From an optimization exercise on the open Yosys and OpenROAD flow, aimed at small area; shortcuts taken in it are not production practice. The RTL was checked by simulation tests, not by an equivalence proof against the original design. Power figures rest on the tool's default switching activity, not on a simulated workload.

==> flow/flow/run.sh <==
#!/bin/bash
# Standard synthesis, then an area-oriented re-mapping of the combinational
# logic (registers untouched), then the standard layout steps.
set -euo pipefail
W=$PWD
F=$W/flow
R=$W/orfs/results/$FLOW_PLATFORM/vga_top/base
export LIB=$FLOW_HOME/platforms/$FLOW_PLATFORM/lib/sky130_fd_sc_hd__tt_025C_1v80.lib

bash standard.sh synth > $W/log_synth.txt 2>&1

cp $R/1_2_yosys.v $W/netlist_std.v
export NET_IN=$W/netlist_std.v
export DONT_USE="$(grep -oE 'sky130_fd_sc_hd__(lpflow_[a-z0-9_]+|probe_p_8|probec_p_8)' $LIB | sort -u | tr '\n' ' ')"
export FF_CELLS="$(grep -oE '^\s*sky130_fd_sc_hd__[a-z0-9_]+' $NET_IN | sort -u | grep -E '__(e?df|sdf|dl)' | tr -d ' ' | tr '\n' ' ')"

# Four re-mappings with different ABC seeds, in parallel; keep the smallest.
for s in 0 1 2 3; do
  ( NET_OUT=$W/netlist_reopt$s.v STAT_OUT=$W/stat_reopt$s.txt ABC_SCRIPT=$F/reopt$s.abc \
      timeout 1500 yosys -c $F/reopt.tcl > $W/log_reopt$s.txt 2>&1 || true ) &
done
wait
best=""; best_area=""
for s in 0 1 2 3; do
  if [ -s $W/netlist_reopt$s.v ] && [ -s $W/stat_reopt$s.txt ]; then
    a=$(grep "Chip area for module" $W/stat_reopt$s.txt | head -1 | awk '{print $NF}')
    echo "seed $s area $a" >> $W/log_reopt_pick.txt
    if [ -z "$best" ] || awk "BEGIN{exit !($a < $best_area)}"; then best=$s; best_area=$a; fi
  fi
done
if [ -n "$best" ]; then
  echo "picked seed $best ($best_area)" >> $W/log_reopt_pick.txt
  cp $W/netlist_reopt$best.v $R/1_2_yosys.v
  rm -f $R/1_synth.odb $R/1_synth.sdc
  bash standard.sh synth > $W/log_synth2.txt 2>&1
else
  echo "re-mapping failed; keeping the standard netlist" >> $W/log_reopt_pick.txt
fi

# Smallest buffer on each port; a clock tree of clkbuf_8 without dummy loads.
export BUFFER_PORTS_ARGS="-buffer_cell sky130_fd_sc_hd__buf_1"
export CTS_ARGS="-sink_clustering_enable -repair_clock_nets -dont_use_dummy_load -buf_list sky130_fd_sc_hd__clkbuf_8 -root_buf sky130_fd_sc_hd__clkbuf_8"
bash standard.sh > $W/log_layout.txt 2>&1
==> flow/flow/reopt.tcl <==
# Re-map the combinational logic of the standard synthesis netlist for area.
# Registers stay as they are: same instances, names and cell types.
yosys read_liberty -ignore_miss_func $::env(LIB)
yosys read_verilog $::env(NET_IN)
yosys hierarchy -top $::env(FLOW_TOP)
set ffs $::env(FF_CELLS)
puts "registers kept: $ffs"
yosys setattr -mod -set keep_hierarchy 1 {*}$ffs
yosys flatten
yosys opt_clean
set du {}
foreach c $::env(DONT_USE) { lappend du -dont_use $c }
yosys abc -liberty $::env(LIB) {*}$du -script $::env(ABC_SCRIPT) $::env(FLOW_TOP)
yosys opt_clean -purge
yosys hilomap -singleton -hicell sky130_fd_sc_hd__conb_1 HI -locell sky130_fd_sc_hd__conb_1 LO
yosys insbuf -buf sky130_fd_sc_hd__buf_1 A X
yosys select $::env(FLOW_TOP)
yosys tee -o $::env(STAT_OUT) stat -liberty $::env(LIB)
yosys write_verilog -noattr -nohex -nodec -selected $::env(NET_OUT)
==> flow/flow/reopt0.abc <==
strash
&get -n
&deepsyn -T 600 -S 0
&put
dch -f
amap
topo
==> flow/flow/reopt1.abc <==
strash
&get -n
&deepsyn -T 600 -S 1
&put
dch -f
amap
topo
==> flow/flow/reopt2.abc <==
strash
&get -n
&deepsyn -T 600 -S 2
&put
dch -f
amap
topo
==> flow/flow/reopt3.abc <==
strash
&get -n
&deepsyn -T 600 -S 3
&put
dch -f
amap
topo
==> flow/standard.sh <==
#!/bin/bash
# synth_recipe.tcl (not shown) runs the flow's synth.tcl, then flattens the netlist and writes it again
# the make line also repeats each setting of config.mk as NAME=value (left out here)
make -C /OpenROAD-flow-scripts/flow DESIGN_CONFIG=/design/flow/config.mk WORK_HOME=/design/flow/orfs CLKGATE_MAP_FILE= SYNTH_SCRIPT=/design/flow/synth_recipe.tcl "${@:-finish}"
==> flow/config.mk <==
export PLATFORM = sky130hd
export DESIGN_NAME = vga_top
export DESIGN_NICKNAME = vga_top
export VERILOG_FILES = /design/flow/design.v
export SDC_FILE = /design/flow/constraint.sdc
export NUM_CORES = 4
export LEC_CHECK = 0
export CAP_MARGIN = 20
export CORE_MARGIN = 2
export CORE_UTILIZATION = 40
export SLEW_MARGIN = 20
==> flow/constraint.sdc <==
create_clock -name core_clock -period 25.0 [get_ports {clk}]
set_input_delay 5.0000 -clock core_clock [delete_from_list [all_inputs] [get_ports {clk}]]
set_output_delay 5.0000 -clock core_clock [all_outputs]
set_load 0.01 [all_outputs]
==> flow/design.v <==
`timescale 1ns / 1ps
module VGA_800x600at60HZ(
    input  clk,
    input  rst,
    output Hsync, Vsync,
    output reg [10:0] HorizontalCounter,
    output reg [9:0]  VerticalCounter
    );
    wire [10:0] H = HorizontalCounter;
    wire [9:0] V = VerticalCounter;
    wire h_end = H[10] & H[5];
    wire v_end = V[9] & V[6] & V[5] & V[4] & V[2];
    reg [10:0] h_next;
    reg [9:0] v_next;
    reg hc, vc;
    integer i;
    always@(*)begin
        hc = 1'b1;
        for (i = 0; i < 11; i = i + 1) begin
            h_next[i] = ~rst & ~h_end & (H[i] ^ hc);
            hc = hc & H[i];
        end
        vc = h_end;
        for (i = 0; i < 10; i = i + 1) begin
            v_next[i] = ~rst & ~(h_end & v_end) & (V[i] ^ vc);
            vc = vc & V[i];
        end
    end
    always@(posedge clk)begin
        HorizontalCounter <= h_next;
        VerticalCounter <= v_next;
    end
    function ge12(input [11:0] a, input [11:0] b);
        integer j;
        reg g;
        begin
            g = 1'b1;
            for (j = 0; j < 12; j = j + 1)
                g = (a[j] & ~b[j]) | (~(a[j] ^ b[j]) & g);
            ge12 = g;
        end
    endfunction
    assign Hsync = ~ge12({1'b0, H}, 12'd841) | ge12({1'b0, H}, 12'd968);
    assign Vsync = ~ge12({2'b0, V}, 12'd602) | ge12({2'b0, V}, 12'd605);
endmodule
module image_logic(
    input clk,
    input rst,
    input [10:0] Hindex,
    input [9:0] Vindex,
    input btnU, btnD, btnR, btnL,
    output pixel,
    output [6:0] seg,
    output [3:0] an
    );
    function ge12(input [11:0] a, input [11:0] b);
        integer i;
        reg g;
        begin
            g = 1'b1;
            for (i = 0; i < 12; i = i + 1)
                g = (a[i] & ~b[i]) | (~(a[i] ^ b[i]) & g);
            ge12 = g;
        end
    endfunction
    function [12:0] sub12(input [11:0] a, input [11:0] b);
        integer i;
        reg br;
        begin
            br = 1'b0;
            for (i = 0; i < 12; i = i + 1) begin
                sub12[i] = a[i] ^ b[i] ^ br;
                br = (~a[i] & b[i]) | (~(a[i] ^ b[i]) & br);
            end
            sub12[12] = br;
        end
    endfunction
    function [11:0] step12(input [11:0] a, input up, input c1, input c2);
        integer i;
        reg c;
        begin
            step12[0] = a[0] ^ c1;
            c = c2 | (c1 & (a[0] ~^ up));
            for (i = 1; i < 12; i = i + 1) begin
                step12[i] = a[i] ^ c;
                c = c & (a[i] ~^ up);
            end
        end
    endfunction
    reg [9:0] dsr;
    wire dfb = dsr[9] ^ dsr[6] ^ (dsr[8:0] == 9'd0);
    always@(posedge clk)begin
        if(rst) dsr <= 10'd0;
        else dsr <= {dsr[8:0], dfb};
    end
    wire tick = (dsr == 10'b0010000100);
    reg [9:0] counter;
    wire [11:0] counter_inc = step12({2'b0, counter}, 1'b1, tick, 1'b0);
    always@(posedge clk)begin
        if(rst) counter <= 10'd0;
        else counter <= counter_inc[9:0];
    end
    reg [9:0] lpad, rpad;
    wire lpad_move = tick & (btnU ? (lpad != 10'd0) : (btnL & (lpad != 10'd551)));
    wire rpad_move = tick & (btnR ? (rpad != 10'd0) : (btnD & (rpad != 10'd551)));
    wire [11:0] lpad_next = step12({2'b0, lpad}, ~btnU, lpad_move, 1'b0);
    wire [11:0] rpad_next = step12({2'b0, rpad}, ~btnR, rpad_move, 1'b0);
    always@(posedge clk)begin
        if(rst)begin
            lpad <= 10'd10;
            rpad <= 10'd10;
        end else begin
            lpad <= lpad_next[9:0];
            rpad <= rpad_next[9:0];
        end
    end
    reg [11:0] ball_hi, ball_vi;
    reg dir_r, dir_d, pend;
    reg [3:0] score_left, score_right;
    wire lwin = ge12({1'b0, Hindex}, 12'd10) & ~ge12({1'b0, Hindex}, 12'd21);
    wire rwin = ge12({1'b0, Hindex}, 12'd730) & ~ge12({1'b0, Hindex}, 12'd740);
    wire pwin = lwin | rwin;
    wire psel = pwin ? Hindex[9] : Hindex[0];
    wire [9:0] pv = psel ? rpad : lpad;
    wire [9:0] xv = pwin ? Vindex : ball_vi[9:0];
    wire [12:0] pd = sub12({2'b0, xv}, {2'b0, pv});
    wire pin = ~pd[12] & ~ge12({2'b0, pd[9:0]}, 12'd51);
    reg lrow, rrow;
    always@(posedge clk)begin
        if(~pwin)begin
            if(Hindex[0]) rrow <= pin & (ball_vi[11:10] == 2'b00);
            else          lrow <= pin & (ball_vi[11:10] == 2'b00);
        end
    end
    wire lhit = ~ge12(ball_hi, 12'd21) & lrow;
    wire rhit = ge12(ball_hi, 12'd730) & rrow;
    wire top_hit = ball_vi == 12'd0;
    wire bottom_hit = ge12(ball_vi, 12'd595) & ~ge12(ball_vi, 12'd4091);
    wire left_hit = ball_hi == 12'd0;
    wire right_hit = ball_hi == 12'd800;
    wire play = tick & ~pend;
    wire xhit = lhit | rhit;
    wire x1 = play & ~xhit;
    wire x2 = play & ((lhit & dir_r) | (rhit & ~dir_r));
    wire yb = ~xhit & (top_hit | bottom_hit);
    wire y1 = play & ~yb;
    wire y2 = play & ~xhit & ((top_hit & dir_d) | (~top_hit & bottom_hit & ~dir_d));
    wire [11:0] bx_next = step12(ball_hi, dir_r, x1, x2);
    wire [11:0] by_next = step12(ball_vi, dir_d, y1, y2);
    wire score = ~xhit & ~top_hit & ~bottom_hit & (left_hit | right_hit);
    wire [11:0] sr_next = step12({8'd0, score_right}, 1'b1, play & score & left_hit, 1'b0);
    wire [11:0] sl_next = step12({8'd0, score_left}, 1'b1, play & score & ~left_hit, 1'b0);
    always@(posedge clk)begin
        if(rst)begin
            ball_hi <= 12'd400;
            ball_vi <= 12'd300;
            dir_r <= 1'b0;
            dir_d <= 1'b0;
            pend <= 1'b0;
            score_left <= 4'd0;
            score_right <= 4'd0;
        end else begin
            if(tick & pend)begin
                ball_hi <= 12'd400;
                ball_vi <= 12'd300;
            end else begin
                ball_hi <= bx_next;
                ball_vi <= by_next;
            end
            if(play)begin
                if(lhit) dir_r <= 1'b1;
                else if(rhit) dir_r <= 1'b0;
                else if(score) dir_r <= left_hit;
                if(~xhit)begin
                    if(top_hit) dir_d <= 1'b1;
                    else if(bottom_hit) dir_d <= 1'b0;
                end
            end
            if(tick) pend <= ~pend & score;
            score_right <= sr_next[3:0];
            score_left <= sl_next[3:0];
        end
    end
    reg [3:0] sw;
    reg upd;
    wire cwin = (counter[9:8] == 2'b01);
    always@(posedge clk)begin
        if(rst)begin
            sw <= 4'd0;
            upd <= 1'b0;
        end else if(tick & cwin)begin
            upd <= 1'b1;
            if(counter[1:0] == 2'd0) sw <= score_right;
            if(counter[1:0] == 2'd3) sw <= score_left;
        end
    end
    wire an_mid = cwin & (counter[1:0] != 2'd0);
    assign an = {~(upd & an_mid), 1'b1, ~(upd & ~an_mid), 1'b1};
    wire [15:0] dec = 16'd1 << sw;
    assign seg[0] = |(dec & 16'h3812);
    assign seg[1] = |(dec & 16'hd860);
    assign seg[2] = |(dec & 16'hd004);
    assign seg[3] = |(dec & 16'h8492);
    assign seg[4] = |(dec & 16'h02ba);
    assign seg[5] = |(dec & 16'h308e);
    assign seg[6] = |(dec & 16'h0083);
    wire [12:0] hb = sub12({1'b0, Hindex}, {1'b0, ball_hi[10:0]});
    wire [12:0] vb = sub12({2'b0, Vindex}, {2'b0, ball_vi[9:0]});
    wire ball_h = ~ball_hi[11] & ~hb[12] & (hb[10:3] == 8'd0) & ~(hb[2] & (hb[1] | hb[0]));
    wire ball_v = (ball_vi[11:10] == 2'b00) & ~vb[12] & (vb[9:3] == 7'd0) & ~(vb[2] & (vb[1] | vb[0]));
    assign pixel = (ball_h & ball_v) | (pwin & pin);
endmodule
`timescale 1ns / 1ps
module vga_top(
    input clk,
    input rst,
    input btnU, btnD, btnL, btnR,
    output [3:0] vgaRed, vgaGreen, vgaBlue,
    output Hsync, Vsync,
    output [6:0] seg,
    output [3:0] an
    );
    wire [10:0] Hindex;
    wire [9:0] Vindex;
    wire pixel;
    VGA_800x600at60HZ vga_inst(.clk(clk), .rst(rst), .Hsync(Hsync), .Vsync(Vsync),
        .HorizontalCounter(Hindex), .VerticalCounter(Vindex));
    image_logic image_inst(.clk(clk), .rst(rst), .Hindex(Hindex), .Vindex(Vindex),
        .btnU(btnU), .btnD(btnD), .btnL(btnL), .btnR(btnR),
        .pixel(pixel), .seg(seg), .an(an));
    assign vgaRed = {4{pixel}};
    assign vgaGreen = {4{pixel}};
    assign vgaBlue = {4{pixel}};
endmodule
==> impl_metrics.json <==
{
  "period_needed_ps": 10540,
  "die_h_um": 120,
  "initial_core_util_pct": 40.9,
  "io_buffer_count": 28,
  "clock.fmax_ghz": 0.0949,
  "design_area_sq_um": 5830,
  "drc": 0,
  "tightest_slew_ps": 810,
  "arrival_ps": 5540,
  "gr-usage-all-layers_pct": 21.1,
  "die_width_um": 120,
  "finalSetupViolations": 0,
  "cp-start-kind": "register",
  "rows": 42,
  "wirelength_um": 14600,
  "avgSynthCellArea_sq_um": 6.97,
  "path_clk_slew_ps": 90,
  "max-slew-margin-rel_pct": 45.8,
  "syn_area_sq_um": 5410,
  "synth_warnings": 2,
  "io_pins": 31,
  "hold_viol": 0,
  "cts_tree": "built",
  "drt_iter0_drc": 375,
  "diodes": 0,
  "overflow": 0,
  "setup_tns_ps": 0,
  "hold_path.class": "register to register",
  "cp_data_required_time_ps": 20000,
  "crit_type": "register to primary output",
  "postRouteAntennaNets": 0,
  "post-route-period-util_pct": 42.2,
  "grt_pass1_wl_um": 24500,
  "holdBufCountCts": 0,
  "status": "timing/DRC/antenna clean",
  "final_nets": 811,
  "leakagePower_uw": 0.00192,
  "ctsRootBufferMaster": "clkbuf_8",
  "fp.coreArea_sq_um": 13200,
  "cp_slowest_cell": "nor2_1",
  "crit_fanout": 14,
  "fillers": 1406,
  "antenna_found_initial": 0,
  "cpPeakStageDelay_ps": 650,
  "skew_ps": 27.3,
  "h-tree-depth": 3,
  "routed_via_density": 5.67,
  "syn2layout_area_growth_pct": 7.77,
  "crit_chain": "o21ai_0 > clkinv_1 > a32oi_1 > nor3_1 > nor2_1 > clkinv_1 > nor2_1 > nor2_1 > clkinv_1 > o22ai_1 > nand2_1 > o21ai_0 > a21oi_1 > a21boi_0 > a22oi_1 > a21boi_0 > o2111ai_1 > o22ai_1 > buf_1",
  "cp-end-kind": "primary output",
  "slew_violations": 0,
  "post_cts_resized": 0,
  "synthCells": 776,
  "clockBufferDepth": 2,
  "dieArea_sq_um": 14500,
  "whs_ps": 420,
  "clock_latency_ps": 380,
  "maxCapViolCount": 0,
  "via_count": 5548,
  "grt_max_degree": 44,
  "grt_setup_unrepaired": "false",
  "numCtsBuffers": 9,
  "power_density_nw_per_um2": 45.4,
  "drive_above_1_share_pct": 1.49,
  "hpwl_um": 11200,
  "cts.sinks": 103,
  "routabilityCongestion": 0.951,
  "cts_post_setup_buffers_inserted": 0,
  "placed_cell_area_sq_um": 5710,
  "firstDrtPassIters": 5,
  "peakVddDrop_mv": 0.0224,
  "first_global_vias": 5146,
  "wl_per_cell_um": 15.0
}
## critical path, delay by kind of cell (launching register included)
kind | cells | cell delay [ps]
DFF | 1 | 360
buffers and inverters | 4 | 1080
AOI/OAI and AO/OA | 10 | 2410
and+or+nand+nor | 5 | 1320
## power by group
group	switching, uW	total (uW)	leakage, uW	internal [uW]
clock network	52.6	85.0	0.0000647	32.4
registers	1.09	167	0.000836	166
logic	8.74	12.5	0.00102	3.80
total	62.4	265	0.00192	202
## per-stage QoR
step	setup slack [ps]	utilization, %	std cells	total power (uW)
6_report	14460	44.0	979	265
5_1_grt	13860	44.0	979	276
4_1_cts	14530	44.0	979	268
3_5_place_dp	14950	43.1	970	183
3_3_place_gp	15420	43.1	970	183
2_1_floorplan	15840	-	777	179
## registers in the layout, indices dropped and copies added, names as in the netlist
name and cells:
image_inst.rrow 1, vga_inst.HorizontalCounter 11, image_inst.upd 1, image_inst.score_left 4
image_inst.counter 10, image_inst.sw 4, image_inst.dir_d 1, image_inst.lrow 1
image_inst.lpad 10, image_inst.rpad 10, vga_inst.VerticalCounter 10, image_inst.ball_hi 12
image_inst.score_right 4, image_inst.dsr 10, image_inst.ball_vi 12, image_inst.dir_r 1
image_inst.pend 1
## final cells by class
cell class,count,area (sq um),share of cell area [%]
multi-input combinational,561,2910,49.9
inverter,100,375,6.44
clock buffer,9,124,2.12
timing repair buffer,30,121,2.08
sequential,103,2080,35.7
tap,176,220,3.78
## worst paths after layout
check / startpoint / endpoint / slack [ps] / cells after the start
setup / recovery: vga_inst.HorizontalCounter[2]$_DFF_P_ / vgaGreen[0] / 14460 / 19
hold / removal: image_inst.dsr[4]$_SDFF_PP0_ / image_inst.dsr[5]$_SDFF_PP0_ / 420 / 2
setup reg to reg: vga_inst.HorizontalCounter[2]$_DFF_P_ / image_inst.rrow$_DFFE_PP_ / 20220 / 18
hold reg to reg: image_inst.dsr[4]$_SDFF_PP0_ / image_inst.dsr[5]$_SDFF_PP0_ / 420 / 2
## cell usage in the layout, fill, tap and decap left out, types with 2 or more instances in the layout
cell type and count:
nor2_1 193, dfxtp_1 101, clkinv_1 100, o21ai_0 69, a21oi_1 49, nand2_1 39
nor3_1 33, buf_1 27, a211oi_1 24, o22ai_1 22, nor2b_1 14, a221oi_1 13
o221ai_1 12, a22oi_1 10, clkbuf_8 9, or2_0 8, and3_1 7, nor4_1 6
nand3_1 6, o2111ai_1 5, a31oi_1 5, and2_0 5, nand4_1 4, or4_1 4
or3_1 4, o21a_1 4, o32ai_1 3, a32oi_1 2, o31ai_1 2, o211ai_1 2
a21boi_0 2, conb_1 2, edfxtp_1 2, buf_4 2
## metal layers
| metal | up-vias | wire [um] | track usage (%) |
|---|---|---|---|
| met5 | - | 0 | 0 |
| met4 | 0 | 430 | 9.01 |
| met3 | 36 | 876 | 4.15 |
| met2 | 176 | 6670 | 34.4 |
| met1 | 2522 | 6660 | 27.3 |
| li1 | 2814 | - | - |

-- what the ideal ports hide --
The flow's constraints put no driver on any port. The routed layout listed below was extracted and timed again, unchanged, in two steps. Step 1 assumes that a clkbuf_16 drives the clock port and a buf_2 every other input. Step 2 also shifts input and output timing later by t, the mid clock arrival at the registers, as if the neighbouring blocks saw the same clock. a / b / c = no drivers / after step 1 / after step 2; a / b = the first two.
t, ns: 0.404
setup WS [ns]: 14.460 / 14.425 / 14.830
worst data-port slew with drivers (ns): 0.03
After both steps setup and hold are still met in this run. For this run, drivers alone change the setup slack by -0.035 ns; drivers and shift together by +0.370 ns.
